Source: an optimization exercise on an open RTL-to-GDS flow (aim: small area). Production flows keep margins and buffers that such runs may drop. At most, simulation tests tie the RTL to the original design; equivalence was not proved. Function not checked in run 1: the RTL went through the layout flow alone. Power and IR drop assume default switching activity.

## flow/design.v (module list and top-level ports; edited modules follow where they fit)
// module SERDESDECODE_1: 24 lines
// module LYCALOBLOCK: 1075 lines
// module LYFA: 4 lines
// module LYHA: 4 lines
module LYCALOBLOCK(
    input CLK,
    input [1023:0] DATA,
    input signed [31:0] LYCALOTHR,
    input [255:0] LYCALOMASK,
    output reg LYCALOTRG,
    output reg LYCALOORTRG,
    output reg signed [(25+4)-1:0] LYCALOQSUM
    );
  // ...
==> flow/flow/run.sh <==
#!/bin/bash
# Standard ORFS layout, with single-strength port buffers and pins one track apart.
set -o pipefail
bash standard.sh \
  "BUFFER_PORTS_ARGS=-buffer_cell sky130_fd_sc_hd__buf_1" \
  "PLACE_PINS_ARGS=-min_distance 1 -min_distance_in_tracks" \
  finish > standard.log 2>&1
==> flow/standard.sh <==
#!/bin/bash
# synth_recipe.tcl (not shown) runs the flow's synth.tcl, then flattens the netlist and writes it again
# the make line also repeats each setting of config.mk as NAME=value (left out here)
make -C /OpenROAD-flow-scripts/flow DESIGN_CONFIG=/design/flow/config.mk WORK_HOME=/design/flow/orfs CLKGATE_MAP_FILE= SYNTH_SCRIPT=/design/flow/synth_recipe.tcl "${@:-finish}"
==> flow/config.mk <==
export PLATFORM = sky130hd
export DESIGN_NAME = LYCALOBLOCK
export DESIGN_NICKNAME = LYCALOBLOCK
export VERILOG_FILES = /design/flow/design.v
export SDC_FILE = /design/flow/constraint.sdc
export NUM_CORES = 4
export LEC_CHECK = 0
export CAP_MARGIN = 20
export CORE_AREA = 2 2 278 148
export CTS_BUF_LIST = sky130_fd_sc_hd__clkbuf_4
export DIE_AREA = 0 0 280 150
export SLEW_MARGIN = 20
export SYNTH_HIERARCHICAL = 1
export SYNTH_MINIMUM_KEEP_SIZE = 0
==> flow/constraint.sdc <==
create_clock -name core_clock -period 4.5 [get_ports {CLK}]
set_input_delay 0.9000 -clock core_clock [delete_from_list [all_inputs] [get_ports {CLK}]]
set_output_delay 0.9000 -clock core_clock [all_outputs]
set_load 0.01 [all_outputs]
==> run notes, run 1 <==
GRT met2 Usage: 68.1%
Stopped at: global routing
Syn Inst Count: 798
DP HPWL: 100000 um
Post-synth EDFFs: 0
outcome: did not finish
hold_buf cts: 0
leading area contributor after synthesis: fa_1
Ys Warns: 7
CTS Sinks: 145
Placed Instance Area: 0.0168 sq mm
First Err: [ERROR GRT-0116] Global routing finished with congestion. Check the congestion regions in the DRC Viewer.
maximum clock path buffer count: 2
largest net degree at the start of global routing: 17
H-tree depth: 4
IO buf count: 975
Die H: 150 um
post-place setup slack: 0.378 ns
grt total ovfl: 1
most common cell in the synthesized netlist: fa_1
Seq/Total Area, Yosys: 23.3%
first-pass GRT wire length: 130000 um
Root Buffer: clkbuf_4
Initial Util: 31.4%
Post-CTS Setup Bufs: 0
FP Rows: 53
Main synth FF type: dfxtp_1
TritonCTS buffer count: 17
Post-synth ARST share: 0%
==> module LYCALOBLOCK, before the edit <==
module LYCALOBLOCK(
    input CLK,
    input [1023:0] DATA,
    input signed [31:0] LYCALOTHR,
    input [255:0] LYCALOMASK,
    output reg LYCALOTRG,
    output reg LYCALOORTRG,
    output reg signed [(25+4)-1:0] LYCALOQSUM
    );
  reg r1_0_0;
  reg r1_0_1;
  reg r1_1_0;
  reg r1_2_0;
  reg r1_3_0;
  reg r1_4_0;
  reg r1_4_1;
  reg r1_5_0;
  reg r1_5_1;
  reg r1_6_0;
  reg r1_6_1;
  reg r1_7_0;
  reg r1_7_1;
  reg r1_8_0;
  reg r1_8_1;
  reg r1_9_0;
  reg r1_9_1;
  reg r1_10_0;
  reg r1_10_1;
  reg r1_11_0;
  reg r1_11_1;
  reg r1_12_0;
  reg r1_12_1;
  reg r1_13_0;
  reg r1_13_1;
  reg r1_14_0;
  reg r1_14_1;
  reg r1_15_0;
  reg r1_15_1;
  reg r1_16_0;
  reg r1_16_1;
  reg r1_17_0;
  reg r1_17_1;
  reg r1_18_0;
  reg r1_18_1;
  reg r1_19_0;
  reg r1_19_1;
  reg r1_20_0;
  reg r1_20_1;
  reg r1_21_0;
  reg r1_21_1;
  reg r1_22_0;
  reg r1_22_1;
  reg r1_23_0;
  reg r1_23_1;
  reg r1_24_0;
  reg r1_24_1;
  reg r1_25_0;
  reg r1_25_1;
  reg r1_26_0;
  reg r1_26_1;
  reg r1_27_0;
  reg r1_27_1;
  reg r2_0_0;
  reg r2_1_0;
  reg r2_2_0;
  reg r2_3_0;
  reg r2_4_0;
  reg r2_5_0;
  reg r2_6_0;
  reg r2_7_0;
  reg r2_8_0;
  reg r2_9_0;
  reg r2_10_0;
  reg r2_10_1;
  reg r2_11_0;
  reg r2_12_0;
  reg r2_13_0;
  reg r2_14_0;
  reg r2_15_0;
  reg r2_16_0;
  reg r2_17_0;
  reg r2_18_0;
  reg r2_19_0;
  reg r2_19_1;
  reg r2_20_0;
  reg r2_21_0;
  reg r2_22_0;
  reg r2_23_0;
  reg r2_24_0;
  reg r2_25_0;
  reg r2_26_0;
  reg r2_27_0;
  reg r2_28_0;
  reg r3_0_0;
  reg r3_1_0;
  reg r3_2_0;
  reg r3_3_0;
  reg r3_4_0;
  reg r3_5_0;
  reg r3_6_0;
  reg r3_7_0;
  reg r3_8_0;
  reg r3_9_0;
  reg r3_10_0;
  reg r3_11_0;
  reg r3_12_0;
  reg r3_13_0;
  reg r3_14_0;
  reg r3_15_0;
  reg r3_16_0;
  reg r3_17_0;
  reg r3_18_0;
  reg r3_19_0;
  reg r3_20_0;
  reg r3_21_0;
  reg r3_21_1;
  reg r3_22_0;
  reg r3_23_0;
  reg r3_24_0;
  reg r3_25_0;
  reg r3_26_0;
  reg r3_27_0;
  reg r3_28_0;
  wire s1, c2;
  LYFA us1 (.a(DATA[0]), .b(DATA[64]), .c(DATA[128]), .s(s1), .co(c2));
  wire s3, c4;
  LYFA us3 (.a(DATA[192]), .b(DATA[256]), .c(DATA[320]), .s(s3), .co(c4));
  wire s5, c6;
  LYFA us5 (.a(DATA[384]), .b(DATA[448]), .c(DATA[512]), .s(s5), .co(c6));
  wire s7, c8;
  LYFA us7 (.a(DATA[576]), .b(DATA[640]), .c(DATA[704]), .s(s7), .co(c8));
  wire s9, c10;
  LYFA us9 (.a(DATA[768]), .b(DATA[832]), .c(DATA[896]), .s(s9), .co(c10));
  wire s11, c12;
  LYFA us11 (.a(DATA[960]), .b(s1), .c(s3), .s(s11), .co(c12));
  wire s13, c14;
  LYFA us13 (.a(s5), .b(s7), .c(s9), .s(s13), .co(c14));
  wire s15, c16;
  LYFA us15 (.a(DATA[1]), .b(DATA[65]), .c(DATA[129]), .s(s15), .co(c16));
  wire s17, c18;
  LYFA us17 (.a(DATA[193]), .b(DATA[257]), .c(DATA[321]), .s(s17), .co(c18));
  wire s19, c20;
  LYFA us19 (.a(DATA[385]), .b(DATA[449]), .c(DATA[513]), .s(s19), .co(c20));
  wire s21, c22;
  LYFA us21 (.a(DATA[577]), .b(DATA[641]), .c(DATA[705]), .s(s21), .co(c22));
  wire s23, c24;
  LYFA us23 (.a(DATA[769]), .b(DATA[833]), .c(DATA[897]), .s(s23), .co(c24));
  wire s25, c26;
  LYFA us25 (.a(DATA[961]), .b(c2), .c(c4), .s(s25), .co(c26));
  wire s27, c28;
  LYFA us27 (.a(c6), .b(c8), .c(c10), .s(s27), .co(c28));
  wire s29, c30;
  LYFA us29 (.a(s15), .b(s17), .c(s19), .s(s29), .co(c30));
  wire s31, c32;
  LYFA us31 (.a(s21), .b(s23), .c(c12), .s(s31), .co(c32));
  wire s33, c34;
  LYFA us33 (.a(s25), .b(c14), .c(s27), .s(s33), .co(c34));
  wire s35, c36;
  LYFA us35 (.a(s29), .b(s31), .c(s33), .s(s35), .co(c36));
  wire s37, c38;
  LYFA us37 (.a(DATA[2]), .b(DATA[66]), .c(DATA[130]), .s(s37), .co(c38));
  wire s39, c40;
  LYFA us39 (.a(DATA[194]), .b(DATA[258]), .c(DATA[322]), .s(s39), .co(c40));
  wire s41, c42;
  LYFA us41 (.a(DATA[386]), .b(DATA[450]), .c(DATA[514]), .s(s41), .co(c42));
  wire s43, c44;
  LYFA us43 (.a(DATA[578]), .b(DATA[642]), .c(DATA[706]), .s(s43), .co(c44));
  wire s45, c46;
  LYFA us45 (.a(DATA[770]), .b(DATA[834]), .c(DATA[898]), .s(s45), .co(c46));
  wire s47, c48;
  LYFA us47 (.a(DATA[962]), .b(c16), .c(c18), .s(s47), .co(c48));
  wire s49, c50;
  LYFA us49 (.a(c20), .b(c22), .c(c24), .s(s49), .co(c50));
  wire s51, c52;
  LYFA us51 (.a(s37), .b(s39), .c(s41), .s(s51), .co(c52));
  wire s53, c54;
  LYFA us53 (.a(s43), .b(s45), .c(c26), .s(s53), .co(c54));
  wire s55, c56;
  LYFA us55 (.a(c28), .b(s47), .c(c30), .s(s55), .co(c56));
  wire s57, c58;
  LYFA us57 (.a(s49), .b(s51), .c(c32), .s(s57), .co(c58));
  wire s59, c60;
  LYFA us59 (.a(s53), .b(c34), .c(s55), .s(s59), .co(c60));
  wire s61, c62;
  LYFA us61 (.a(s57), .b(c36), .c(s59), .s(s61), .co(c62));
  wire s63, c64;
  LYFA us63 (.a(DATA[3]), .b(DATA[67]), .c(DATA[131]), .s(s63), .co(c64));
  wire s65, c66;
  LYFA us65 (.a(DATA[195]), .b(DATA[259]), .c(DATA[323]), .s(s65), .co(c66));
  wire s67, c68;
  LYFA us67 (.a(DATA[387]), .b(DATA[451]), .c(DATA[515]), .s(s67), .co(c68));
  wire s69, c70;
  LYFA us69 (.a(DATA[579]), .b(DATA[643]), .c(DATA[707]), .s(s69), .co(c70));
  wire s71, c72;
  LYFA us71 (.a(DATA[771]), .b(DATA[835]), .c(DATA[899]), .s(s71), .co(c72));
  wire s73, c74;
  LYFA us73 (.a(DATA[963]), .b(c38), .c(c40), .s(s73), .co(c74));
  wire s75, c76;
  LYFA us75 (.a(c42), .b(c44), .c(c46), .s(s75), .co(c76));
  wire s77, c78;
  LYFA us77 (.a(s63), .b(s65), .c(s67), .s(s77), .co(c78));
  wire s79, c80;
  LYFA us79 (.a(s69), .b(s71), .c(c48), .s(s79), .co(c80));
  wire s81, c82;
  LYFA us81 (.a(c50), .b(s73), .c(c52), .s(s81), .co(c82));
  wire s83, c84;
  LYFA us83 (.a(s75), .b(s77), .c(c54), .s(s83), .co(c84));
  wire s85, c86;
  LYFA us85 (.a(s79), .b(c56), .c(s81), .s(s85), .co(c86));
  wire s87, c88;
  LYFA us87 (.a(c58), .b(s83), .c(c60), .s(s87), .co(c88));
  wire s89, c90;
  LYFA us89 (.a(s85), .b(c62), .c(s87), .s(s89), .co(c90));
  wire s91, c92;
  LYFA us91 (.a(DATA[4]), .b(DATA[68]), .c(DATA[132]), .s(s91), .co(c92));
  wire s93, c94;
  LYFA us93 (.a(DATA[196]), .b(DATA[260]), .c(DATA[324]), .s(s93), .co(c94));
  wire s95, c96;
  LYFA us95 (.a(DATA[388]), .b(DATA[452]), .c(DATA[516]), .s(s95), .co(c96));
  wire s97, c98;
  LYFA us97 (.a(DATA[580]), .b(DATA[644]), .c(DATA[708]), .s(s97), .co(c98));
  wire s99, c100;
  LYFA us99 (.a(DATA[772]), .b(DATA[836]), .c(DATA[900]), .s(s99), .co(c100));
  wire s101, c102;
  LYFA us101 (.a(DATA[964]), .b(c64), .c(c66), .s(s101), .co(c102));
  wire s103, c104;
  LYFA us103 (.a(c68), .b(c70), .c(c72), .s(s103), .co(c104));
  wire s105, c106;
  LYFA us105 (.a(s91), .b(s93), .c(s95), .s(s105), .co(c106));
  wire s107, c108;
  LYFA us107 (.a(s97), .b(s99), .c(c74), .s(s107), .co(c108));
  wire s109, c110;
  LYFA us109 (.a(c76), .b(s101), .c(c78), .s(s109), .co(c110));
  wire s111, c112;
  LYFA us111 (.a(s103), .b(s105), .c(c80), .s(s111), .co(c112));
  wire s113, c114;
  LYFA us113 (.a(s107), .b(c82), .c(s109), .s(s113), .co(c114));
  wire s115, c116;
  LYFA us115 (.a(c84), .b(s111), .c(c86), .s(s115), .co(c116));
  wire s117, c118;
  LYFA us117 (.a(s113), .b(c88), .c(s115), .s(s117), .co(c118));
  wire s119, c120;
  LYFA us119 (.a(DATA[5]), .b(DATA[69]), .c(DATA[133]), .s(s119), .co(c120));
  wire s121, c122;
  LYFA us121 (.a(DATA[197]), .b(DATA[261]), .c(DATA[325]), .s(s121), .co(c122));
  wire s123, c124;
  LYFA us123 (.a(DATA[389]), .b(DATA[453]), .c(DATA[517]), .s(s123), .co(c124));
  wire s125, c126;
  LYFA us125 (.a(DATA[581]), .b(DATA[645]), .c(DATA[709]), .s(s125), .co(c126));
  wire s127, c128;
  LYFA us127 (.a(DATA[773]), .b(DATA[837]), .c(DATA[901]), .s(s127), .co(c128));
  wire s129, c130;
  LYFA us129 (.a(DATA[965]), .b(c92), .c(c94), .s(s129), .co(c130));
  wire s131, c132;
  LYFA us131 (.a(c96), .b(c98), .c(c100), .s(s131), .co(c132));
  wire s133, c134;
  LYFA us133 (.a(s119), .b(s121), .c(s123), .s(s133), .co(c134));
  wire s135, c136;
  LYFA us135 (.a(s125), .b(s127), .c(c102), .s(s135), .co(c136));
  wire s137, c138;
  LYFA us137 (.a(c104), .b(s129), .c(c106), .s(s137), .co(c138));
  wire s139, c140;
  LYFA us139 (.a(s131), .b(s133), .c(c108), .s(s139), .co(c140));
  wire s141, c142;
  LYFA us141 (.a(s135), .b(c110), .c(s137), .s(s141), .co(c142));
  wire s143, c144;
  LYFA us143 (.a(c112), .b(s139), .c(c114), .s(s143), .co(c144));
  wire s145, c146;
  LYFA us145 (.a(s141), .b(c116), .c(s143), .s(s145), .co(c146));
  wire s147, c148;
  LYFA us147 (.a(DATA[6]), .b(DATA[70]), .c(DATA[134]), .s(s147), .co(c148));
  wire s149, c150;
  LYFA us149 (.a(DATA[198]), .b(DATA[262]), .c(DATA[326]), .s(s149), .co(c150));
  wire s151, c152;
  LYFA us151 (.a(DATA[390]), .b(DATA[454]), .c(DATA[518]), .s(s151), .co(c152));
  wire s153, c154;
  LYFA us153 (.a(DATA[582]), .b(DATA[646]), .c(DATA[710]), .s(s153), .co(c154));
  wire s155, c156;
  LYFA us155 (.a(DATA[774]), .b(DATA[838]), .c(DATA[902]), .s(s155), .co(c156));
  wire s157, c158;
  LYFA us157 (.a(DATA[966]), .b(c120), .c(c122), .s(s157), .co(c158));
  wire s159, c160;
  LYFA us159 (.a(c124), .b(c126), .c(c128), .s(s159), .co(c160));
  wire s161, c162;
  LYFA us161 (.a(s147), .b(s149), .c(s151), .s(s161), .co(c162));
  wire s163, c164;
  LYFA us163 (.a(s153), .b(s155), .c(c130), .s(s163), .co(c164));
  wire s165, c166;
  LYFA us165 (.a(c132), .b(s157), .c(c134), .s(s165), .co(c166));
  wire s167, c168;
  LYFA us167 (.a(s159), .b(s161), .c(c136), .s(s167), .co(c168));
  wire s169, c170;
  LYFA us169 (.a(s163), .b(c138), .c(s165), .s(s169), .co(c170));
  wire s171, c172;
  LYFA us171 (.a(c140), .b(s167), .c(c142), .s(s171), .co(c172));
  wire s173, c174;
  LYFA us173 (.a(s169), .b(c144), .c(s171), .s(s173), .co(c174));
  wire s175, c176;
  LYFA us175 (.a(DATA[7]), .b(DATA[71]), .c(DATA[135]), .s(s175), .co(c176));
  wire s177, c178;
  LYFA us177 (.a(DATA[199]), .b(DATA[263]), .c(DATA[327]), .s(s177), .co(c178));
  wire s179, c180;
  LYFA us179 (.a(DATA[391]), .b(DATA[455]), .c(DATA[519]), .s(s179), .co(c180));
  wire s181, c182;
  LYFA us181 (.a(DATA[583]), .b(DATA[647]), .c(DATA[711]), .s(s181), .co(c182));
  wire s183, c184;
  LYFA us183 (.a(DATA[775]), .b(DATA[839]), .c(DATA[903]), .s(s183), .co(c184));
  wire s185, c186;
  LYFA us185 (.a(DATA[967]), .b(c148), .c(c150), .s(s185), .co(c186));
  wire s187, c188;
  LYFA us187 (.a(c152), .b(c154), .c(c156), .s(s187), .co(c188));
  wire s189, c190;
  LYFA us189 (.a(s175), .b(s177), .c(s179), .s(s189), .co(c190));
  wire s191, c192;
  LYFA us191 (.a(s181), .b(s183), .c(c158), .s(s191), .co(c192));
  wire s193, c194;
  LYFA us193 (.a(c160), .b(s185), .c(c162), .s(s193), .co(c194));
  wire s195, c196;
  LYFA us195 (.a(s187), .b(s189), .c(c164), .s(s195), .co(c196));
  wire s197, c198;
  LYFA us197 (.a(s191), .b(c166), .c(s193), .s(s197), .co(c198));
  wire s199, c200;
  LYFA us199 (.a(c168), .b(s195), .c(c170), .s(s199), .co(c200));
  wire s201, c202;
  LYFA us201 (.a(s197), .b(c172), .c(s199), .s(s201), .co(c202));
  wire s203, c204;
  LYFA us203 (.a(DATA[8]), .b(DATA[72]), .c(DATA[136]), .s(s203), .co(c204));
  wire s205, c206;
  LYFA us205 (.a(DATA[200]), .b(DATA[264]), .c(DATA[328]), .s(s205), .co(c206));
  wire s207, c208;
  LYFA us207 (.a(DATA[392]), .b(DATA[456]), .c(DATA[520]), .s(s207), .co(c208));
  wire s209, c210;
  LYFA us209 (.a(DATA[584]), .b(DATA[648]), .c(DATA[712]), .s(s209), .co(c210));
  wire s211, c212;
  LYFA us211 (.a(DATA[776]), .b(DATA[840]), .c(DATA[904]), .s(s211), .co(c212));
  wire s213, c214;
  LYFA us213 (.a(DATA[968]), .b(c176), .c(c178), .s(s213), .co(c214));
  wire s215, c216;
  LYFA us215 (.a(c180), .b(c182), .c(c184), .s(s215), .co(c216));
  wire s217, c218;
  LYFA us217 (.a(s203), .b(s205), .c(s207), .s(s217), .co(c218));
  wire s219, c220;
  LYFA us219 (.a(s209), .b(s211), .c(c186), .s(s219), .co(c220));
  wire s221, c222;
  LYFA us221 (.a(c188), .b(s213), .c(c190), .s(s221), .co(c222));
  wire s223, c224;
  LYFA us223 (.a(s215), .b(s217), .c(c192), .s(s223), .co(c224));
  wire s225, c226;
  LYFA us225 (.a(s219), .b(c194), .c(s221), .s(s225), .co(c226));
  wire s227, c228;
  LYFA us227 (.a(c196), .b(s223), .c(c198), .s(s227), .co(c228));
  wire s229, c230;
  LYFA us229 (.a(s225), .b(c200), .c(s227), .s(s229), .co(c230));
  wire s231, c232;
  LYFA us231 (.a(DATA[9]), .b(DATA[73]), .c(DATA[137]), .s(s231), .co(c232));
  wire s233, c234;
  LYFA us233 (.a(DATA[201]), .b(DATA[265]), .c(DATA[329]), .s(s233), .co(c234));
  wire s235, c236;
  LYFA us235 (.a(DATA[393]), .b(DATA[457]), .c(DATA[521]), .s(s235), .co(c236));
  wire s237, c238;
  LYFA us237 (.a(DATA[585]), .b(DATA[649]), .c(DATA[713]), .s(s237), .co(c238));
  wire s239, c240;
  LYFA us239 (.a(DATA[777]), .b(DATA[841]), .c(DATA[905]), .s(s239), .co(c240));
  wire s241, c242;
  LYFA us241 (.a(DATA[969]), .b(c204), .c(c206), .s(s241), .co(c242));
  wire s243, c244;
  LYFA us243 (.a(c208), .b(c210), .c(c212), .s(s243), .co(c244));
  wire s245, c246;
  LYFA us245 (.a(s231), .b(s233), .c(s235), .s(s245), .co(c246));
  wire s247, c248;
  LYFA us247 (.a(s237), .b(s239), .c(c214), .s(s247), .co(c248));
  wire s249, c250;
  LYFA us249 (.a(c216), .b(s241), .c(c218), .s(s249), .co(c250));
  wire s251, c252;
  LYFA us251 (.a(s243), .b(s245), .c(c220), .s(s251), .co(c252));
  wire s253, c254;
  LYFA us253 (.a(s247), .b(c222), .c(s249), .s(s253), .co(c254));
  wire s255, c256;
  LYFA us255 (.a(c224), .b(s251), .c(c226), .s(s255), .co(c256));
  wire s257, c258;
  LYFA us257 (.a(s253), .b(c228), .c(s255), .s(s257), .co(c258));
  wire s259, c260;
  LYFA us259 (.a(DATA[10]), .b(DATA[74]), .c(DATA[138]), .s(s259), .co(c260));
  wire s261, c262;
  LYFA us261 (.a(DATA[202]), .b(DATA[266]), .c(DATA[330]), .s(s261), .co(c262));
  wire s263, c264;
  LYFA us263 (.a(DATA[394]), .b(DATA[458]), .c(DATA[522]), .s(s263), .co(c264));
  wire s265, c266;
  LYFA us265 (.a(DATA[586]), .b(DATA[650]), .c(DATA[714]), .s(s265), .co(c266));
  wire s267, c268;
  LYFA us267 (.a(DATA[778]), .b(DATA[842]), .c(DATA[906]), .s(s267), .co(c268));
  wire s269, c270;
  LYFA us269 (.a(DATA[970]), .b(c232), .c(c234), .s(s269), .co(c270));
  wire s271, c272;
  LYFA us271 (.a(c236), .b(c238), .c(c240), .s(s271), .co(c272));
  wire s273, c274;
  LYFA us273 (.a(s259), .b(s261), .c(s263), .s(s273), .co(c274));
  wire s275, c276;
  LYFA us275 (.a(s265), .b(s267), .c(c242), .s(s275), .co(c276));
  wire s277, c278;
  LYFA us277 (.a(c244), .b(s269), .c(c246), .s(s277), .co(c278));
  wire s279, c280;
  LYFA us279 (.a(s271), .b(s273), .c(c248), .s(s279), .co(c280));
  wire s281, c282;
  LYFA us281 (.a(s275), .b(c250), .c(s277), .s(s281), .co(c282));
  wire s283, c284;
  LYFA us283 (.a(c252), .b(s279), .c(c254), .s(s283), .co(c284));
  wire s285, c286;
  LYFA us285 (.a(s281), .b(c256), .c(s283), .s(s285), .co(c286));
  wire s287, c288;
  LYFA us287 (.a(DATA[11]), .b(DATA[75]), .c(DATA[139]), .s(s287), .co(c288));
  wire s289, c290;
  LYFA us289 (.a(DATA[203]), .b(DATA[267]), .c(DATA[331]), .s(s289), .co(c290));
  wire s291, c292;
  LYFA us291 (.a(DATA[395]), .b(DATA[459]), .c(DATA[523]), .s(s291), .co(c292));
  wire s293, c294;
  LYFA us293 (.a(DATA[587]), .b(DATA[651]), .c(DATA[715]), .s(s293), .co(c294));
  wire s295, c296;
  LYFA us295 (.a(DATA[779]), .b(DATA[843]), .c(DATA[907]), .s(s295), .co(c296));
  wire s297, c298;
  LYFA us297 (.a(DATA[971]), .b(c260), .c(c262), .s(s297), .co(c298));
  wire s299, c300;
  LYFA us299 (.a(c264), .b(c266), .c(c268), .s(s299), .co(c300));
  wire s301, c302;
  LYFA us301 (.a(s287), .b(s289), .c(s291), .s(s301), .co(c302));
  wire s303, c304;
  LYFA us303 (.a(s293), .b(s295), .c(c270), .s(s303), .co(c304));
  wire s305, c306;
  LYFA us305 (.a(c272), .b(s297), .c(c274), .s(s305), .co(c306));
  wire s307, c308;
  LYFA us307 (.a(s299), .b(s301), .c(c276), .s(s307), .co(c308));
  wire s309, c310;
  LYFA us309 (.a(s303), .b(c278), .c(s305), .s(s309), .co(c310));
  wire s311, c312;
  LYFA us311 (.a(c280), .b(s307), .c(c282), .s(s311), .co(c312));
  wire s313, c314;
  LYFA us313 (.a(s309), .b(c284), .c(s311), .s(s313), .co(c314));
  wire s315, c316;
  LYFA us315 (.a(DATA[12]), .b(DATA[76]), .c(DATA[140]), .s(s315), .co(c316));
  wire s317, c318;
  LYFA us317 (.a(DATA[204]), .b(DATA[268]), .c(DATA[332]), .s(s317), .co(c318));
  wire s319, c320;
  LYFA us319 (.a(DATA[396]), .b(DATA[460]), .c(DATA[524]), .s(s319), .co(c320));
  wire s321, c322;
  LYFA us321 (.a(DATA[588]), .b(DATA[652]), .c(DATA[716]), .s(s321), .co(c322));
  wire s323, c324;
  LYFA us323 (.a(DATA[780]), .b(DATA[844]), .c(DATA[908]), .s(s323), .co(c324));
  wire s325, c326;
  LYFA us325 (.a(DATA[972]), .b(c288), .c(c290), .s(s325), .co(c326));
  wire s327, c328;
  LYFA us327 (.a(c292), .b(c294), .c(c296), .s(s327), .co(c328));
  wire s329, c330;
  LYFA us329 (.a(s315), .b(s317), .c(s319), .s(s329), .co(c330));
  wire s331, c332;
  LYFA us331 (.a(s321), .b(s323), .c(c298), .s(s331), .co(c332));
  wire s333, c334;
  LYFA us333 (.a(c300), .b(s325), .c(c302), .s(s333), .co(c334));
  wire s335, c336;
  LYFA us335 (.a(s327), .b(s329), .c(c304), .s(s335), .co(c336));
  wire s337, c338;
  LYFA us337 (.a(s331), .b(c306), .c(s333), .s(s337), .co(c338));
  wire s339, c340;
  LYFA us339 (.a(c308), .b(s335), .c(c310), .s(s339), .co(c340));
  wire s341, c342;
  LYFA us341 (.a(s337), .b(c312), .c(s339), .s(s341), .co(c342));
  wire s343, c344;
  LYFA us343 (.a(DATA[13]), .b(DATA[77]), .c(DATA[141]), .s(s343), .co(c344));
  wire s345, c346;
  LYFA us345 (.a(DATA[205]), .b(DATA[269]), .c(DATA[333]), .s(s345), .co(c346));
  wire s347, c348;
  LYFA us347 (.a(DATA[397]), .b(DATA[461]), .c(DATA[525]), .s(s347), .co(c348));
  wire s349, c350;
  LYFA us349 (.a(DATA[589]), .b(DATA[653]), .c(DATA[717]), .s(s349), .co(c350));
  wire s351, c352;
  LYFA us351 (.a(DATA[781]), .b(DATA[845]), .c(DATA[909]), .s(s351), .co(c352));
  wire s353, c354;
  LYFA us353 (.a(DATA[973]), .b(c316), .c(c318), .s(s353), .co(c354));
  wire s355, c356;
  LYFA us355 (.a(c320), .b(c322), .c(c324), .s(s355), .co(c356));
  wire s357, c358;
  LYFA us357 (.a(s343), .b(s345), .c(s347), .s(s357), .co(c358));
  wire s359, c360;
  LYFA us359 (.a(s349), .b(s351), .c(c326), .s(s359), .co(c360));
  wire s361, c362;
  LYFA us361 (.a(c328), .b(s353), .c(c330), .s(s361), .co(c362));
  wire s363, c364;
  LYFA us363 (.a(s355), .b(s357), .c(c332), .s(s363), .co(c364));
  wire s365, c366;
  LYFA us365 (.a(s359), .b(c334), .c(s361), .s(s365), .co(c366));
  wire s367, c368;
  LYFA us367 (.a(c336), .b(s363), .c(c338), .s(s367), .co(c368));
  wire s369, c370;
  LYFA us369 (.a(s365), .b(c340), .c(s367), .s(s369), .co(c370));
  wire s371, c372;
  LYFA us371 (.a(DATA[14]), .b(DATA[78]), .c(DATA[142]), .s(s371), .co(c372));
  wire s373, c374;
  LYFA us373 (.a(DATA[206]), .b(DATA[270]), .c(DATA[334]), .s(s373), .co(c374));
  wire s375, c376;
  LYFA us375 (.a(DATA[398]), .b(DATA[462]), .c(DATA[526]), .s(s375), .co(c376));
  wire s377, c378;
  LYFA us377 (.a(DATA[590]), .b(DATA[654]), .c(DATA[718]), .s(s377), .co(c378));
  wire s379, c380;
  LYFA us379 (.a(DATA[782]), .b(DATA[846]), .c(DATA[910]), .s(s379), .co(c380));
  wire s381, c382;
  LYFA us381 (.a(DATA[974]), .b(c344), .c(c346), .s(s381), .co(c382));
  wire s383, c384;
  LYFA us383 (.a(c348), .b(c350), .c(c352), .s(s383), .co(c384));
  wire s385, c386;
  LYFA us385 (.a(s371), .b(s373), .c(s375), .s(s385), .co(c386));
  wire s387, c388;
  LYFA us387 (.a(s377), .b(s379), .c(c354), .s(s387), .co(c388));
  wire s389, c390;
  LYFA us389 (.a(c356), .b(s381), .c(c358), .s(s389), .co(c390));
  wire s391, c392;
  LYFA us391 (.a(s383), .b(s385), .c(c360), .s(s391), .co(c392));
  wire s393, c394;
  LYFA us393 (.a(s387), .b(c362), .c(s389), .s(s393), .co(c394));
  wire s395, c396;
  LYFA us395 (.a(c364), .b(s391), .c(c366), .s(s395), .co(c396));
  wire s397, c398;
  LYFA us397 (.a(s393), .b(c368), .c(s395), .s(s397), .co(c398));
  wire s399, c400;
  LYFA us399 (.a(DATA[15]), .b(DATA[79]), .c(DATA[143]), .s(s399), .co(c400));
  wire s401, c402;
  LYFA us401 (.a(DATA[207]), .b(DATA[271]), .c(DATA[335]), .s(s401), .co(c402));
  wire s403, c404;
  LYFA us403 (.a(DATA[399]), .b(DATA[463]), .c(DATA[527]), .s(s403), .co(c404));
  wire s405, c406;
  LYFA us405 (.a(DATA[591]), .b(DATA[655]), .c(DATA[719]), .s(s405), .co(c406));
  wire s407, c408;
  LYFA us407 (.a(DATA[783]), .b(DATA[847]), .c(DATA[911]), .s(s407), .co(c408));
  wire s409, c410;
  LYFA us409 (.a(DATA[975]), .b(c372), .c(c374), .s(s409), .co(c410));
  wire s411, c412;
  LYFA us411 (.a(c376), .b(c378), .c(c380), .s(s411), .co(c412));
  wire s413, c414;
  LYFA us413 (.a(s399), .b(s401), .c(s403), .s(s413), .co(c414));
  wire s415, c416;
  LYFA us415 (.a(s405), .b(s407), .c(c382), .s(s415), .co(c416));
  wire s417, c418;
  LYFA us417 (.a(c384), .b(s409), .c(c386), .s(s417), .co(c418));
  wire s419, c420;
  LYFA us419 (.a(s411), .b(s413), .c(c388), .s(s419), .co(c420));
  wire s421, c422;
  LYFA us421 (.a(s415), .b(c390), .c(s417), .s(s421), .co(c422));
  wire s423, c424;
  LYFA us423 (.a(c392), .b(s419), .c(c394), .s(s423), .co(c424));
  wire s425, c426;
  LYFA us425 (.a(s421), .b(c396), .c(s423), .s(s425), .co(c426));
  wire s427, c428;
  LYFA us427 (.a(DATA[16]), .b(DATA[80]), .c(DATA[144]), .s(s427), .co(c428));
  wire s429, c430;
  LYFA us429 (.a(DATA[208]), .b(DATA[272]), .c(DATA[336]), .s(s429), .co(c430));
  wire s431, c432;
  LYFA us431 (.a(DATA[400]), .b(DATA[464]), .c(DATA[528]), .s(s431), .co(c432));
  wire s433, c434;
  LYFA us433 (.a(DATA[592]), .b(DATA[656]), .c(DATA[720]), .s(s433), .co(c434));
  wire s435, c436;
  LYFA us435 (.a(DATA[784]), .b(DATA[848]), .c(DATA[912]), .s(s435), .co(c436));
  wire s437, c438;
  LYFA us437 (.a(DATA[976]), .b(c400), .c(c402), .s(s437), .co(c438));
  wire s439, c440;
  LYFA us439 (.a(c404), .b(c406), .c(c408), .s(s439), .co(c440));
  wire s441, c442;
  LYFA us441 (.a(s427), .b(s429), .c(s431), .s(s441), .co(c442));
  wire s443, c444;
  LYFA us443 (.a(s433), .b(s435), .c(c410), .s(s443), .co(c444));
  wire s445, c446;
  LYFA us445 (.a(c412), .b(s437), .c(c414), .s(s445), .co(c446));
  wire s447, c448;
  LYFA us447 (.a(s439), .b(s441), .c(c416), .s(s447), .co(c448));
  wire s449, c450;
  LYFA us449 (.a(s443), .b(c418), .c(s445), .s(s449), .co(c450));
  wire s451, c452;
  LYFA us451 (.a(c420), .b(s447), .c(c422), .s(s451), .co(c452));
  wire s453, c454;
  LYFA us453 (.a(s449), .b(c424), .c(s451), .s(s453), .co(c454));
  wire s455, c456;
  LYFA us455 (.a(DATA[17]), .b(DATA[81]), .c(DATA[145]), .s(s455), .co(c456));
  wire s457, c458;
  LYFA us457 (.a(DATA[209]), .b(DATA[273]), .c(DATA[337]), .s(s457), .co(c458));
  wire s459, c460;
  LYFA us459 (.a(DATA[401]), .b(DATA[465]), .c(DATA[529]), .s(s459), .co(c460));
  wire s461, c462;
  LYFA us461 (.a(DATA[593]), .b(DATA[657]), .c(DATA[721]), .s(s461), .co(c462));
  wire s463, c464;
  LYFA us463 (.a(DATA[785]), .b(DATA[849]), .c(DATA[913]), .s(s463), .co(c464));
  wire s465, c466;
  LYFA us465 (.a(DATA[977]), .b(c428), .c(c430), .s(s465), .co(c466));
  wire s467, c468;
  LYFA us467 (.a(c432), .b(c434), .c(c436), .s(s467), .co(c468));
  wire s469, c470;
  LYFA us469 (.a(s455), .b(s457), .c(s459), .s(s469), .co(c470));
  wire s471, c472;
  LYFA us471 (.a(s461), .b(s463), .c(c438), .s(s471), .co(c472));
  wire s473, c474;
  LYFA us473 (.a(c440), .b(s465), .c(c442), .s(s473), .co(c474));
  wire s475, c476;
  LYFA us475 (.a(s467), .b(s469), .c(c444), .s(s475), .co(c476));
  wire s477, c478;
  LYFA us477 (.a(s471), .b(c446), .c(s473), .s(s477), .co(c478));
  wire s479, c480;
  LYFA us479 (.a(c448), .b(s475), .c(c450), .s(s479), .co(c480));
  wire s481, c482;
  LYFA us481 (.a(s477), .b(c452), .c(s479), .s(s481), .co(c482));
  wire s483, c484;
  LYFA us483 (.a(DATA[18]), .b(DATA[82]), .c(DATA[146]), .s(s483), .co(c484));
  wire s485, c486;
  LYFA us485 (.a(DATA[210]), .b(DATA[274]), .c(DATA[338]), .s(s485), .co(c486));
  wire s487, c488;
  LYFA us487 (.a(DATA[402]), .b(DATA[466]), .c(DATA[530]), .s(s487), .co(c488));
  wire s489, c490;
  LYFA us489 (.a(DATA[594]), .b(DATA[658]), .c(DATA[722]), .s(s489), .co(c490));
  wire s491, c492;
  LYFA us491 (.a(DATA[786]), .b(DATA[850]), .c(DATA[914]), .s(s491), .co(c492));
  wire s493, c494;
  LYFA us493 (.a(DATA[978]), .b(c456), .c(c458), .s(s493), .co(c494));
  wire s495, c496;
  LYFA us495 (.a(c460), .b(c462), .c(c464), .s(s495), .co(c496));
  wire s497, c498;
  LYFA us497 (.a(s483), .b(s485), .c(s487), .s(s497), .co(c498));
  wire s499, c500;
  LYFA us499 (.a(s489), .b(s491), .c(c466), .s(s499), .co(c500));
  wire s501, c502;
  LYFA us501 (.a(c468), .b(s493), .c(c470), .s(s501), .co(c502));
  wire s503, c504;
  LYFA us503 (.a(s495), .b(s497), .c(c472), .s(s503), .co(c504));
  wire s505, c506;
  LYFA us505 (.a(s499), .b(c474), .c(s501), .s(s505), .co(c506));
  wire s507, c508;
  LYFA us507 (.a(c476), .b(s503), .c(c478), .s(s507), .co(c508));
  wire s509, c510;
  LYFA us509 (.a(s505), .b(c480), .c(s507), .s(s509), .co(c510));
  wire s511, c512;
  LYFA us511 (.a(DATA[19]), .b(DATA[83]), .c(DATA[147]), .s(s511), .co(c512));
  wire s513, c514;
  LYFA us513 (.a(DATA[211]), .b(DATA[275]), .c(DATA[339]), .s(s513), .co(c514));
  wire s515, c516;
  LYFA us515 (.a(DATA[403]), .b(DATA[467]), .c(DATA[531]), .s(s515), .co(c516));
  wire s517, c518;
  LYFA us517 (.a(DATA[595]), .b(DATA[659]), .c(DATA[723]), .s(s517), .co(c518));
  wire s519, c520;
  LYFA us519 (.a(DATA[787]), .b(DATA[851]), .c(DATA[915]), .s(s519), .co(c520));
  wire s521, c522;
  LYFA us521 (.a(DATA[979]), .b(c484), .c(c486), .s(s521), .co(c522));
  wire s523, c524;
  LYFA us523 (.a(c488), .b(c490), .c(c492), .s(s523), .co(c524));
  wire s525, c526;
  LYFA us525 (.a(s511), .b(s513), .c(s515), .s(s525), .co(c526));
  wire s527, c528;
  LYFA us527 (.a(s517), .b(s519), .c(c494), .s(s527), .co(c528));
  wire s529, c530;
  LYFA us529 (.a(c496), .b(s521), .c(c498), .s(s529), .co(c530));
  wire s531, c532;
  LYFA us531 (.a(s523), .b(s525), .c(c500), .s(s531), .co(c532));
  wire s533, c534;
  LYFA us533 (.a(s527), .b(c502), .c(s529), .s(s533), .co(c534));
  wire s535, c536;
  LYFA us535 (.a(c504), .b(s531), .c(c506), .s(s535), .co(c536));
  wire s537, c538;
  LYFA us537 (.a(s533), .b(c508), .c(s535), .s(s537), .co(c538));
  wire s539, c540;
  LYFA us539 (.a(DATA[20]), .b(DATA[84]), .c(DATA[148]), .s(s539), .co(c540));
  wire s541, c542;
  LYFA us541 (.a(DATA[212]), .b(DATA[276]), .c(DATA[340]), .s(s541), .co(c542));
  wire s543, c544;
  LYFA us543 (.a(DATA[404]), .b(DATA[468]), .c(DATA[532]), .s(s543), .co(c544));
  wire s545, c546;
  LYFA us545 (.a(DATA[596]), .b(DATA[660]), .c(DATA[724]), .s(s545), .co(c546));
  wire s547, c548;
  LYFA us547 (.a(DATA[788]), .b(DATA[852]), .c(DATA[916]), .s(s547), .co(c548));
  wire s549, c550;
  LYFA us549 (.a(DATA[980]), .b(c512), .c(c514), .s(s549), .co(c550));
  wire s551, c552;
  LYFA us551 (.a(c516), .b(c518), .c(c520), .s(s551), .co(c552));
  wire s553, c554;
  LYFA us553 (.a(s539), .b(s541), .c(s543), .s(s553), .co(c554));
  wire s555, c556;
  LYFA us555 (.a(s545), .b(s547), .c(c522), .s(s555), .co(c556));
  wire s557, c558;
  LYFA us557 (.a(c524), .b(s549), .c(c526), .s(s557), .co(c558));
  wire s559, c560;
  LYFA us559 (.a(s551), .b(s553), .c(c528), .s(s559), .co(c560));
  wire s561, c562;
  LYFA us561 (.a(s555), .b(c530), .c(s557), .s(s561), .co(c562));
  wire s563, c564;
  LYFA us563 (.a(c532), .b(s559), .c(c534), .s(s563), .co(c564));
  wire s565, c566;
  LYFA us565 (.a(s561), .b(c536), .c(s563), .s(s565), .co(c566));
  wire s567, c568;
  LYFA us567 (.a(DATA[21]), .b(DATA[85]), .c(DATA[149]), .s(s567), .co(c568));
  wire s569, c570;
  LYFA us569 (.a(DATA[213]), .b(DATA[277]), .c(DATA[341]), .s(s569), .co(c570));
  wire s571, c572;
  LYFA us571 (.a(DATA[405]), .b(DATA[469]), .c(DATA[533]), .s(s571), .co(c572));
  wire s573, c574;
  LYFA us573 (.a(DATA[597]), .b(DATA[661]), .c(DATA[725]), .s(s573), .co(c574));
  wire s575, c576;
  LYFA us575 (.a(DATA[789]), .b(DATA[853]), .c(DATA[917]), .s(s575), .co(c576));
  wire s577, c578;
  LYFA us577 (.a(DATA[981]), .b(c540), .c(c542), .s(s577), .co(c578));
  wire s579, c580;
  LYFA us579 (.a(c544), .b(c546), .c(c548), .s(s579), .co(c580));
  wire s581, c582;
  LYFA us581 (.a(s567), .b(s569), .c(s571), .s(s581), .co(c582));
  wire s583, c584;
  LYFA us583 (.a(s573), .b(s575), .c(c550), .s(s583), .co(c584));
  wire s585, c586;
  LYFA us585 (.a(c552), .b(s577), .c(c554), .s(s585), .co(c586));
  wire s587, c588;
  LYFA us587 (.a(s579), .b(s581), .c(c556), .s(s587), .co(c588));
  wire s589, c590;
  LYFA us589 (.a(s583), .b(c558), .c(s585), .s(s589), .co(c590));
  wire s591, c592;
  LYFA us591 (.a(c560), .b(s587), .c(c562), .s(s591), .co(c592));
  wire s593, c594;
  LYFA us593 (.a(s589), .b(c564), .c(s591), .s(s593), .co(c594));
  wire s595, c596;
  LYFA us595 (.a(DATA[22]), .b(DATA[86]), .c(DATA[150]), .s(s595), .co(c596));
  wire s597, c598;
  LYFA us597 (.a(DATA[214]), .b(DATA[278]), .c(DATA[342]), .s(s597), .co(c598));
  wire s599, c600;
  LYFA us599 (.a(DATA[406]), .b(DATA[470]), .c(DATA[534]), .s(s599), .co(c600));
  wire s601, c602;
  LYFA us601 (.a(DATA[598]), .b(DATA[662]), .c(DATA[726]), .s(s601), .co(c602));
  wire s603, c604;
  LYFA us603 (.a(DATA[790]), .b(DATA[854]), .c(DATA[918]), .s(s603), .co(c604));
  wire s605, c606;
  LYFA us605 (.a(DATA[982]), .b(c568), .c(c570), .s(s605), .co(c606));
  wire s607, c608;
  LYFA us607 (.a(c572), .b(c574), .c(c576), .s(s607), .co(c608));
  wire s609, c610;
  LYFA us609 (.a(s595), .b(s597), .c(s599), .s(s609), .co(c610));
  wire s611, c612;
  LYFA us611 (.a(s601), .b(s603), .c(c578), .s(s611), .co(c612));
  wire s613, c614;
  LYFA us613 (.a(c580), .b(s605), .c(c582), .s(s613), .co(c614));
  wire s615, c616;
  LYFA us615 (.a(s607), .b(s609), .c(c584), .s(s615), .co(c616));
  wire s617, c618;
  LYFA us617 (.a(s611), .b(c586), .c(s613), .s(s617), .co(c618));
  wire s619, c620;
  LYFA us619 (.a(c588), .b(s615), .c(c590), .s(s619), .co(c620));
  wire s621, c622;
  LYFA us621 (.a(s617), .b(c592), .c(s619), .s(s621), .co(c622));
  wire s623, c624;
  LYFA us623 (.a(DATA[23]), .b(DATA[87]), .c(DATA[151]), .s(s623), .co(c624));
  wire s625, c626;
  LYFA us625 (.a(DATA[215]), .b(DATA[279]), .c(DATA[343]), .s(s625), .co(c626));
  wire s627, c628;
  LYFA us627 (.a(DATA[407]), .b(DATA[471]), .c(DATA[535]), .s(s627), .co(c628));
  wire s629, c630;
  LYFA us629 (.a(DATA[599]), .b(DATA[663]), .c(DATA[727]), .s(s629), .co(c630));
  wire s631, c632;
  LYFA us631 (.a(DATA[791]), .b(DATA[855]), .c(DATA[919]), .s(s631), .co(c632));
  wire s633, c634;
  LYFA us633 (.a(DATA[983]), .b(c596), .c(c598), .s(s633), .co(c634));
  wire s635, c636;
  LYFA us635 (.a(c600), .b(c602), .c(c604), .s(s635), .co(c636));
  wire s637, c638;
  LYFA us637 (.a(s623), .b(s625), .c(s627), .s(s637), .co(c638));
  wire s639, c640;
  LYFA us639 (.a(s629), .b(s631), .c(c606), .s(s639), .co(c640));
  wire s641, c642;
  LYFA us641 (.a(c608), .b(s633), .c(c610), .s(s641), .co(c642));
  wire s643, c644;
  LYFA us643 (.a(s635), .b(s637), .c(c612), .s(s643), .co(c644));
  wire s645, c646;
  LYFA us645 (.a(s639), .b(c614), .c(s641), .s(s645), .co(c646));
  wire s647, c648;
  LYFA us647 (.a(c616), .b(s643), .c(c618), .s(s647), .co(c648));
  wire s649, c650;
  LYFA us649 (.a(s645), .b(c620), .c(s647), .s(s649), .co(c650));
  wire s651, c652;
  LYFA us651 (.a(~DATA[24]), .b(~DATA[88]), .c(~DATA[152]), .s(s651), .co(c652));
  wire s653, c654;
  LYFA us653 (.a(~DATA[216]), .b(~DATA[280]), .c(~DATA[344]), .s(s653), .co(c654));
  wire s655, c656;
  LYFA us655 (.a(~DATA[408]), .b(~DATA[472]), .c(~DATA[536]), .s(s655), .co(c656));
  wire s657, c658;
  LYFA us657 (.a(~DATA[600]), .b(~DATA[664]), .c(~DATA[728]), .s(s657), .co(c658));
  wire s659, c660;
  LYFA us659 (.a(~DATA[792]), .b(~DATA[856]), .c(~DATA[920]), .s(s659), .co(c660));
  wire s661, c662;
  LYFA us661 (.a(~DATA[984]), .b(c624), .c(c626), .s(s661), .co(c662));
  wire s663, c664;
  LYFA us663 (.a(c628), .b(c630), .c(c632), .s(s663), .co(c664));
  wire s665, c666;
  LYFA us665 (.a(s651), .b(s653), .c(s655), .s(s665), .co(c666));
  wire s667, c668;
  LYFA us667 (.a(s657), .b(s659), .c(c634), .s(s667), .co(c668));
  wire s669, c670;
  LYFA us669 (.a(c636), .b(s661), .c(c638), .s(s669), .co(c670));
  wire s671, c672;
  LYFA us671 (.a(s663), .b(s665), .c(c640), .s(s671), .co(c672));
  wire s673, c674;
  LYFA us673 (.a(s667), .b(c642), .c(s669), .s(s673), .co(c674));
  wire s675, c676;
  LYFA us675 (.a(c644), .b(s671), .c(c646), .s(s675), .co(c676));
  wire s677, c678;
  LYFA us677 (.a(s673), .b(c648), .c(s675), .s(s677), .co(c678));
  wire s679, c680;
  LYFA us679 (.a(c652), .b(c654), .c(c656), .s(s679), .co(c680));
  wire s681, c682;
  LYFA us681 (.a(c658), .b(c660), .c(c662), .s(s681), .co(c682));
  wire s683, c684;
  LYFA us683 (.a(c664), .b(c666), .c(s679), .s(s683), .co(c684));
  wire s685, c686;
  LYFA us685 (.a(c668), .b(s681), .c(c670), .s(s685), .co(c686));
  wire s687, c688;
  LYFA us687 (.a(s683), .b(c672), .c(c674), .s(s687), .co(c688));
  wire s689, c690;
  LYFA us689 (.a(s685), .b(c676), .c(s687), .s(s689), .co(c690));
  wire s691, c692;
  LYFA us691 (.a(c680), .b(c682), .c(c684), .s(s691), .co(c692));
  wire s693, c694;
  LYFA us693 (.a(c686), .b(s691), .c(c688), .s(s693), .co(c694));
  wire s695, c696;
  LYHA us695 (.a(r1_0_0), .b(r1_0_1), .s(s695), .co(c696));
  wire s697, c698;
  LYHA us697 (.a(r1_1_0), .b(c696), .s(s697), .co(c698));
  wire s699, c700;
  LYHA us699 (.a(r1_2_0), .b(c698), .s(s699), .co(c700));
  wire s701, c702;
  LYHA us701 (.a(r1_3_0), .b(c700), .s(s701), .co(c702));
  wire s703, c704;
  LYFA us703 (.a(r1_4_0), .b(r1_4_1), .c(c702), .s(s703), .co(c704));
  wire s705, c706;
  LYFA us705 (.a(r1_5_0), .b(r1_5_1), .c(c704), .s(s705), .co(c706));
  wire s707, c708;
  LYFA us707 (.a(r1_6_0), .b(r1_6_1), .c(c706), .s(s707), .co(c708));
  wire s709, c710;
  LYFA us709 (.a(r1_7_0), .b(r1_7_1), .c(c708), .s(s709), .co(c710));
  wire s711, c712;
  LYFA us711 (.a(r1_8_0), .b(r1_8_1), .c(c710), .s(s711), .co(c712));
  wire s713, c714;
  LYFA us713 (.a(r1_9_0), .b(r1_9_1), .c(c712), .s(s713), .co(c714));
  wire s715, c716;
  LYHA us715 (.a(r1_10_0), .b(r1_10_1), .s(s715), .co(c716));
  wire s717, c718;
  LYFA us717 (.a(r1_11_0), .b(r1_11_1), .c(c716), .s(s717), .co(c718));
  wire s719, c720;
  LYFA us719 (.a(r1_12_0), .b(r1_12_1), .c(c718), .s(s719), .co(c720));
  wire s721, c722;
  LYFA us721 (.a(r1_13_0), .b(r1_13_1), .c(c720), .s(s721), .co(c722));
  wire s723, c724;
  LYFA us723 (.a(r1_14_0), .b(r1_14_1), .c(c722), .s(s723), .co(c724));
  wire s725, c726;
  LYFA us725 (.a(r1_15_0), .b(r1_15_1), .c(c724), .s(s725), .co(c726));
  wire s727, c728;
  LYFA us727 (.a(r1_16_0), .b(r1_16_1), .c(c726), .s(s727), .co(c728));
  wire s729, c730;
  LYFA us729 (.a(r1_17_0), .b(r1_17_1), .c(c728), .s(s729), .co(c730));
  wire s731, c732;
  LYFA us731 (.a(r1_18_0), .b(r1_18_1), .c(c730), .s(s731), .co(c732));
  wire s733, c734;
  LYHA us733 (.a(r1_19_0), .b(r1_19_1), .s(s733), .co(c734));
  wire s735, c736;
  LYFA us735 (.a(r1_20_0), .b(r1_20_1), .c(c734), .s(s735), .co(c736));
  wire s737, c738;
  LYFA us737 (.a(r1_21_0), .b(r1_21_1), .c(c736), .s(s737), .co(c738));
  wire s739, c740;
  LYFA us739 (.a(r1_22_0), .b(r1_22_1), .c(c738), .s(s739), .co(c740));
  wire s741, c742;
  LYFA us741 (.a(r1_23_0), .b(r1_23_1), .c(c740), .s(s741), .co(c742));
  wire s743, c744;
  LYFA us743 (.a(r1_24_0), .b(r1_24_1), .c(c742), .s(s743), .co(c744));
  wire s745, c746;
  LYFA us745 (.a(r1_25_0), .b(r1_25_1), .c(c744), .s(s745), .co(c746));
  wire s747, c748;
  LYFA us747 (.a(r1_26_0), .b(r1_26_1), .c(c746), .s(s747), .co(c748));
  wire s749, c750;
  LYFA us749 (.a(r1_27_0), .b(r1_27_1), .c(c748), .s(s749), .co(c750));
  wire s751, c752;
  LYHA us751 (.a(r2_10_0), .b(r2_10_1), .s(s751), .co(c752));
  wire s753, c754;
  LYHA us753 (.a(r2_11_0), .b(c752), .s(s753), .co(c754));
  wire s755, c756;
  LYHA us755 (.a(r2_12_0), .b(c754), .s(s755), .co(c756));
  wire s757, c758;
  LYHA us757 (.a(r2_13_0), .b(c756), .s(s757), .co(c758));
  wire s759, c760;
  LYHA us759 (.a(r2_14_0), .b(c758), .s(s759), .co(c760));
  wire s761, c762;
  LYHA us761 (.a(r2_15_0), .b(c760), .s(s761), .co(c762));
  wire s763, c764;
  LYHA us763 (.a(r2_16_0), .b(c762), .s(s763), .co(c764));
  wire s765, c766;
  LYHA us765 (.a(r2_17_0), .b(c764), .s(s765), .co(c766));
  wire s767, c768;
  LYHA us767 (.a(r2_18_0), .b(c766), .s(s767), .co(c768));
  wire s769, c770;
  LYFA us769 (.a(r2_19_0), .b(r2_19_1), .c(c768), .s(s769), .co(c770));
  wire s771, c772;
  LYHA us771 (.a(r2_20_0), .b(c770), .s(s771), .co(c772));
  wire s773, c774;
  LYHA us773 (.a(r3_21_0), .b(r3_21_1), .s(s773), .co(c774));
  wire s775, c776;
  LYHA us775 (.a(r3_22_0), .b(c774), .s(s775), .co(c776));
  wire s777, c778;
  LYHA us777 (.a(r3_23_0), .b(c776), .s(s777), .co(c778));
  wire s779, c780;
  LYHA us779 (.a(r3_24_0), .b(c778), .s(s779), .co(c780));
  wire s781, c782;
  LYHA us781 (.a(r3_25_0), .b(c780), .s(s781), .co(c782));
  wire s783, c784;
  LYHA us783 (.a(r3_26_0), .b(c782), .s(s783), .co(c784));
  wire s785, c786;
  LYHA us785 (.a(r3_27_0), .b(c784), .s(s785), .co(c786));
  wire x787;
  assign x787 = r3_28_0 ^ c786;
  wire [255:0] DISCR;
  genvar g;
  generate
    for (g = 0; g < 16; g = g + 1) begin : discr
      assign DISCR[16*g +: 16] = DATA[64*g+29 +: 16];
    end
  endgenerate
  wire [31:0] CA = {~LYCALOQSUM[28], {3{LYCALOQSUM[28]}}, LYCALOQSUM[27:0]};
  wire [31:0] CB = ~{~LYCALOTHR[31], LYCALOTHR[30:0]};
  wire [32:0] CC;
  assign CC[0] = 1'b0;
  generate
    for (g = 0; g < 32; g = g + 1) begin : cmp
      assign CC[g+1] = (CA[g] & CB[g]) | (CA[g] & CC[g]) | (CB[g] & CC[g]);
    end
  endgenerate
  always @(posedge CLK) begin
    r1_0_0 <= s11;
    r1_0_1 <= s13;
    r1_1_0 <= s35;
    r1_2_0 <= s61;
    r1_3_0 <= s89;
    r1_4_0 <= c90;
    r1_4_1 <= s117;
    r1_5_0 <= c118;
    r1_5_1 <= s145;
    r1_6_0 <= c146;
    r1_6_1 <= s173;
    r1_7_0 <= c174;
    r1_7_1 <= s201;
    r1_8_0 <= c202;
    r1_8_1 <= s229;
    r1_9_0 <= c230;
    r1_9_1 <= s257;
    r1_10_0 <= c258;
    r1_10_1 <= s285;
    r1_11_0 <= c286;
    r1_11_1 <= s313;
    r1_12_0 <= c314;
    r1_12_1 <= s341;
    r1_13_0 <= c342;
    r1_13_1 <= s369;
    r1_14_0 <= c370;
    r1_14_1 <= s397;
    r1_15_0 <= c398;
    r1_15_1 <= s425;
    r1_16_0 <= c426;
    r1_16_1 <= s453;
    r1_17_0 <= c454;
    r1_17_1 <= s481;
    r1_18_0 <= c482;
    r1_18_1 <= s509;
    r1_19_0 <= c510;
    r1_19_1 <= s537;
    r1_20_0 <= c538;
    r1_20_1 <= s565;
    r1_21_0 <= c566;
    r1_21_1 <= s593;
    r1_22_0 <= c594;
    r1_22_1 <= s621;
    r1_23_0 <= c622;
    r1_23_1 <= s649;
    r1_24_0 <= c650;
    r1_24_1 <= s677;
    r1_25_0 <= c678;
    r1_25_1 <= s689;
    r1_26_0 <= c690;
    r1_26_1 <= s693;
    r1_27_0 <= c692;
    r1_27_1 <= c694;
    r2_0_0 <= s695;
    r2_1_0 <= s697;
    r2_2_0 <= s699;
    r2_3_0 <= s701;
    r2_4_0 <= s703;
    r2_5_0 <= s705;
    r2_6_0 <= s707;
    r2_7_0 <= s709;
    r2_8_0 <= s711;
    r2_9_0 <= s713;
    r2_10_0 <= s715;
    r2_10_1 <= c714;
    r2_11_0 <= s717;
    r2_12_0 <= s719;
    r2_13_0 <= s721;
    r2_14_0 <= s723;
    r2_15_0 <= s725;
    r2_16_0 <= s727;
    r2_17_0 <= s729;
    r2_18_0 <= s731;
    r2_19_0 <= s733;
    r2_19_1 <= c732;
    r2_20_0 <= s735;
    r2_21_0 <= s737;
    r2_22_0 <= s739;
    r2_23_0 <= s741;
    r2_24_0 <= s743;
    r2_25_0 <= s745;
    r2_26_0 <= s747;
    r2_27_0 <= s749;
    r2_28_0 <= c750;
    r3_0_0 <= r2_0_0;
    r3_1_0 <= r2_1_0;
    r3_2_0 <= r2_2_0;
    r3_3_0 <= r2_3_0;
    r3_4_0 <= r2_4_0;
    r3_5_0 <= r2_5_0;
    r3_6_0 <= r2_6_0;
    r3_7_0 <= r2_7_0;
    r3_8_0 <= r2_8_0;
    r3_9_0 <= r2_9_0;
    r3_10_0 <= s751;
    r3_11_0 <= s753;
    r3_12_0 <= s755;
    r3_13_0 <= s757;
    r3_14_0 <= s759;
    r3_15_0 <= s761;
    r3_16_0 <= s763;
    r3_17_0 <= s765;
    r3_18_0 <= s767;
    r3_19_0 <= s769;
    r3_20_0 <= s771;
    r3_21_0 <= r2_21_0;
    r3_21_1 <= c772;
    r3_22_0 <= r2_22_0;
    r3_23_0 <= r2_23_0;
    r3_24_0 <= r2_24_0;
    r3_25_0 <= r2_25_0;
    r3_26_0 <= r2_26_0;
    r3_27_0 <= r2_27_0;
    r3_28_0 <= r2_28_0;
    LYCALOQSUM[0] <= r3_0_0;
    LYCALOQSUM[1] <= r3_1_0;
    LYCALOQSUM[2] <= r3_2_0;
    LYCALOQSUM[3] <= r3_3_0;
    LYCALOQSUM[4] <= r3_4_0;
    LYCALOQSUM[5] <= r3_5_0;
    LYCALOQSUM[6] <= r3_6_0;
    LYCALOQSUM[7] <= r3_7_0;
    LYCALOQSUM[8] <= r3_8_0;
    LYCALOQSUM[9] <= r3_9_0;
    LYCALOQSUM[10] <= r3_10_0;
    LYCALOQSUM[11] <= r3_11_0;
    LYCALOQSUM[12] <= r3_12_0;
    LYCALOQSUM[13] <= r3_13_0;
    LYCALOQSUM[14] <= r3_14_0;
    LYCALOQSUM[15] <= r3_15_0;
    LYCALOQSUM[16] <= r3_16_0;
    LYCALOQSUM[17] <= r3_17_0;
    LYCALOQSUM[18] <= r3_18_0;
    LYCALOQSUM[19] <= r3_19_0;
    LYCALOQSUM[20] <= r3_20_0;
    LYCALOQSUM[21] <= s773;
    LYCALOQSUM[22] <= s775;
    LYCALOQSUM[23] <= s777;
    LYCALOQSUM[24] <= s779;
    LYCALOQSUM[25] <= s781;
    LYCALOQSUM[26] <= s783;
    LYCALOQSUM[27] <= s785;
    LYCALOQSUM[28] <= ~x787;
    LYCALOTRG <= CC[32];
    LYCALOORTRG <= |(DISCR & LYCALOMASK);
  end
endmodule
==> run 2, diff against run 1 <==
--- a/flow/design.v
+++ b/flow/design.v
@@ -942,2 +942,10 @@
   endgenerate
+  wire [85:0] ORN;
+  generate
+    for (g = 0; g < 85; g = g + 1) begin : aoi
+      LYAOI3 u (.a1(DISCR[3*g]), .a2(LYCALOMASK[3*g]), .b1(DISCR[3*g+1]), .b2(LYCALOMASK[3*g+1]),
+                .c1(DISCR[3*g+2]), .c2(LYCALOMASK[3*g+2]), .y(ORN[g]));
+    end
+  endgenerate
+  assign ORN[85] = ~(DISCR[255] & LYCALOMASK[255]);
   wire [31:0] CA = {~LYCALOQSUM[28], {3{LYCALOQSUM[28]}}, LYCALOQSUM[27:0]};
@@ -1096,3 +1104,3 @@
     LYCALOTRG <= CC[32];
-    LYCALOORTRG <= |(DISCR & LYCALOMASK);
+    LYCALOORTRG <= ~&ORN;
   end
@@ -1107 +1115,4 @@
 endmodule
+module LYAOI3(input a1, input a2, input b1, input b2, input c1, input c2, output y);
+  assign y = ~((a1 & a2) | (b1 & b2) | (c1 & c2));
+endmodule
==> flow/flow/run.sh (replaced) <==
#!/bin/bash
# Standard ORFS layout, with single-strength port buffers, pins one track apart
# and a clock tree without dummy loads.
set -o pipefail
bash standard.sh \
  "BUFFER_PORTS_ARGS=-buffer_cell sky130_fd_sc_hd__buf_1" \
  "PLACE_PINS_ARGS=-min_distance 1 -min_distance_in_tracks" \
  "CTS_ARGS=-sink_clustering_enable -repair_clock_nets -dont_use_dummy_load -buf_list sky130_fd_sc_hd__clkbuf_8" \
  finish > standard.log 2>&1
--- a/flow/config.mk
+++ b/flow/config.mk
@@ -8,5 +8,5 @@
 export CAP_MARGIN = 20
-export CORE_AREA = 2 2 278 148
-export CTS_BUF_LIST = sky130_fd_sc_hd__clkbuf_4
-export DIE_AREA = 0 0 280 150
+export CORE_AREA = 2 2 218 218
+export CTS_BUF_LIST = sky130_fd_sc_hd__clkbuf_8
+export DIE_AREA = 0 0 220 220
 export SLEW_MARGIN = 20
==> run 2 against run 1 <==
The run now finishes clean; synthesized area decreased by 1.5%; synthesized cell count fell by 5.1%.
==> run notes, run 2 <==
outcome: complete, no violations
crit path DAT: 4.12 ns
Tot GR Track Use: 28.9%
Pwr Density: 481 mW/mm^2
most common cell in the synthesized netlist: fa_1
share of layout cells above drive strength 1: 1.43%
largest net degree at the start of global routing: 17
CP top delay family: adder cells
cts repair resizes: 0
Syn Inst Count: 757 (-5.1%)
Pleak: 5.98 nW
Clk Latency, worst-skew pair: 0.44 ns
Worst Setup Start Kind: flip-flop
R2R Setup Slk: 0.69 ns
Worst-path clk slew: 0.09 ns
CP most frequent cell: fa_1
fin crit period: 3.81 ns
most frequent cells in the layout: buf_1 (975), fa_1 (370), dfxtp_1 (145), a222oi_1 (85), inv_1 (41)
hold_buf cts: 0 (unchanged)
Mapped Area: 0.0123 sq mm
crit path max fanout: 1
Ys Warns: 7 (unchanged)
Max-slew headroom: 36.3%
maxcap violations: 0
DP HPWL: 69100 um (-31%)
Initial Util: 26.6% (-4.8 points)
Final Net Count: 3458
Worst Path Required: 4.81 ns
TritonCTS clock tree: done
max FFs per register: 29
antenna viol nets, final: 0
Gate power share: 59.4%
slowest CP cell: fa_1
Flop pwr share: 31.6%
R2R depth: 9
WP depth: 9
Sw Pwr: 0.00341 W
TritonCTS buffer count: 17 (unchanged)
Worst Max-Slew Pin Slew: 0.955 ns
Hold WS: 0.308 ns
Fin. Hold Viols: 0
cell-internal power: 0.00480 W
kind of critical path: flip-flop to flip-flop
Root Buffer: clkbuf_8
IO buf count: 975 (unchanged)
top cells by area, synth: fa_1 (60%), dfxtp_1 (24%), a222oi_1 (6.9%), ha_1 (2.3%), inv_1 (1.3%)
leading area contributor after synthesis: fa_1
Die H: 220 um (+47%)
commonest non-fill, non-tap cell in the layout: buf_1
CTS Sinks: 145 (unchanged)
CP endpoint kind: flip-flop
RSZ-0062 raised after global routing: no
Sw Ratio: 41.6%
most frequent cells after synthesis: fa_1 (370), dfxtp_1 (145), a222oi_1 (85)
Main synth FF type: dfxtp_1
CP max stage delay: 0.43 ns
Vias/cell: 4.92
Clk pwr share: 9.0%
Die ar.: 0.0484 sq mm
H-tree depth: 4 (unchanged)
worst path bufs/invs: 0
FP Rows: 79 (+49%)
initial antenna violation count: 75
Final setup violation count: 0
r2r endpoint: r2_27_0
post-synthesis cell type count: 31
grt total ovfl: 0
first-pass GRT wire length: 93100 um
Post-synth EDFFs: 0 (unchanged)
RR Startpoint: r1_19_0
Hold WC Path Type: flip-flop to flip-flop
hold depth: 0
syn nets: 2463
core area: 0.0463 sq mm
Vias: 11800
maximum clock path buffer count: 2 (unchanged)
Post-CTS Setup Bufs: 0 (unchanged)
Final GP Congestion: 1.15
fin. max-slew vios: 0
io pins: 1344
Peak Freq: 0.263 GHz
largest register by flop count: LYCALOQSUM
fin crit share: 84.7%
number of global-route vias before repair: 12900
skew final: 0.0337 ns
fillcell total: 4760
Max VDD drop: 0.297 mV
Fin Setup TNS: 0 ns
First-pass DRT Iterations: 6
HP Start: r2_8_0
Post-synth ARST share: 0% (unchanged)
DRT iter0 DRCs: 1172
worst path cell trace: ha_1 > fa_1 > fa_1 > fa_1 > fa_1 > fa_1 > fa_1 > fa_1 > fa_1
WL/cell: 30.1 um
Synth top area share: 60.3%
syn_area_per_cell: 16.2 sq um
DIE WIDTH: 220 um
Seq/Total Area, Yosys: 23.6% (+0.35 points)
#FFs+latches synth: 145
Post-Route WL: 72400 um
Area Growth Syn to Fin: 39.0%
WHS Endpoint: r3_8_0
DRC: 0
run 2: cell count changes after synthesis, moves of 4 or more:
cell	delta
a22o_1	-42
o2111ai_1	-4
a222oi_1	+83
maj3_1	+4
o221ai_1	+4
o21ai_0	+5
a22oi_1	-40
a221oi_1	-45
inv_1	+7
run 2: worst reg2reg max path: cells and delay by family, from the launching register on:
family,cells,cell delay [ns]
adder cells (fa/ha/maj),9,3.40
flip-flops,1,0.31
run 2: how the worst max path moves through the flow:
stage | slack, ns | to | startpoint
final | 0.69 | r2_27_0 | r1_19_0
after floorplan | 0.77 | r1_3_0 | DATA[384]
after global placement | 0.41 | r1_3_0 | DATA[64]
after global routing | 0.53 | r2_27_0 | r1_19_0
after CTS | 0.65 | r2_18_0 | r1_10_0
after detailed placement | 0.40 | r1_3_0 | DATA[64]
run 2: modules after synthesis, one instance, submodules excluded:
module	copies in the design	flip-flops and latches	cells inside
LYAOI3	85	0	1
LYFA	370	0	1
LYHA	23	0	1
LYCALOBLOCK	1	145	279
run 2: final cells by class:
type | count | area, sq um | area share, %
Tap cell | 607 | 759 | 4.45
Clock buffer | 17 | 234 | 1.37
Multi-Input combinational cell | 571 | 9230 | 54.1
Sequential cell | 145 | 2900 | 17.0
Antenna cell | 52 | 130 | 0.762
Timing Repair Buffer | 976 | 3670 | 21.5
Inverter | 41 | 154 | 0.901
run 2: kinds of logic after synthesis:
| logic type | count (synthesis) | share of synthesized area [%] |
|---|---|---|
| fa+ha+maj | 401 | 63.3 |
| flops | 145 | 23.6 |
| compound gates | 112 | 8.95 |
| simple gates | 57 | 2.83 |
| buf+inv | 41 | 1.25 |
| xor+xnor | 1 | 0.0713 |
run 2: metrics by stage:
stage                     instances  area, sq um  setup WS, ns  util (%)  power (W)
after global routing           2384        17000         0.525      36.8    0.00920
after floorplan                 757        12300         0.774         -    0.00547
after CTS                      2357        16900         0.646      36.6    0.00847
after detailed placement       2340        16700         0.401      36.1    0.00770
after global placement         2340        16700         0.412      36.1    0.00753
final                          2409        17100         0.691      36.9    0.00821
run 2: layer usage:
layer / track usage [%] / vias to the layer above / part of all wire [%]
li1: - / 4773 / -
met1: 31.0 / 5640 / 34
met2: 47.4 / 1043 / 47
met3: 13.4 / 350 / 13
met4: 15.4 / 36 / 6.3
met5: 0 / - / 0.31
run 2: power groups by stage:
stage               Clock [W]  Combinational (W)  Sequential, W
global route         0.000819            0.00572        0.00266
finish               0.000739            0.00488        0.00259
floorplan                   0            0.00298        0.00248
CTS                  0.000777            0.00508        0.00261
detailed placement          0            0.00506        0.00264
global placement            0            0.00490        0.00263

[what the ideal ports hide]
The flow's constraints put no driver on any port. The routed layout listed below was extracted and timed again, unchanged, in two steps. Step 1 (the two cells are an assumption about what drives the block):
set clk [get_ports {CLK}]
set_driving_cell -lib_cell sky130_fd_sc_hd__clkbuf_16 $clk
set_driving_cell -lib_cell sky130_fd_sc_hd__buf_2 [delete_from_list [all_inputs] $clk]
Step 2 adds t to the input delays and takes it off the output delays; t is the mean of the earliest and latest rising clock arrival at the registers after step 1. Input paths then give back, and output paths get back, about the clock's delay inside the block. a / b / c = ideal ports / drivers / drivers and shift; a / b = the first two.
run: run 2
t (ns): 0.468
slack for setup (ns): 0.691 / 0.691 / 0.457
hold WS [ns]: 0.308 / 0.308 / 0.308
worst data-port slew with drivers (ns): 0.24
cell pins on the clock port's net: 1
After both steps setup and hold are still met in run 2. The setup slack of run 2 moves by 0.000 ns with the drivers and by -0.234 ns with both steps.
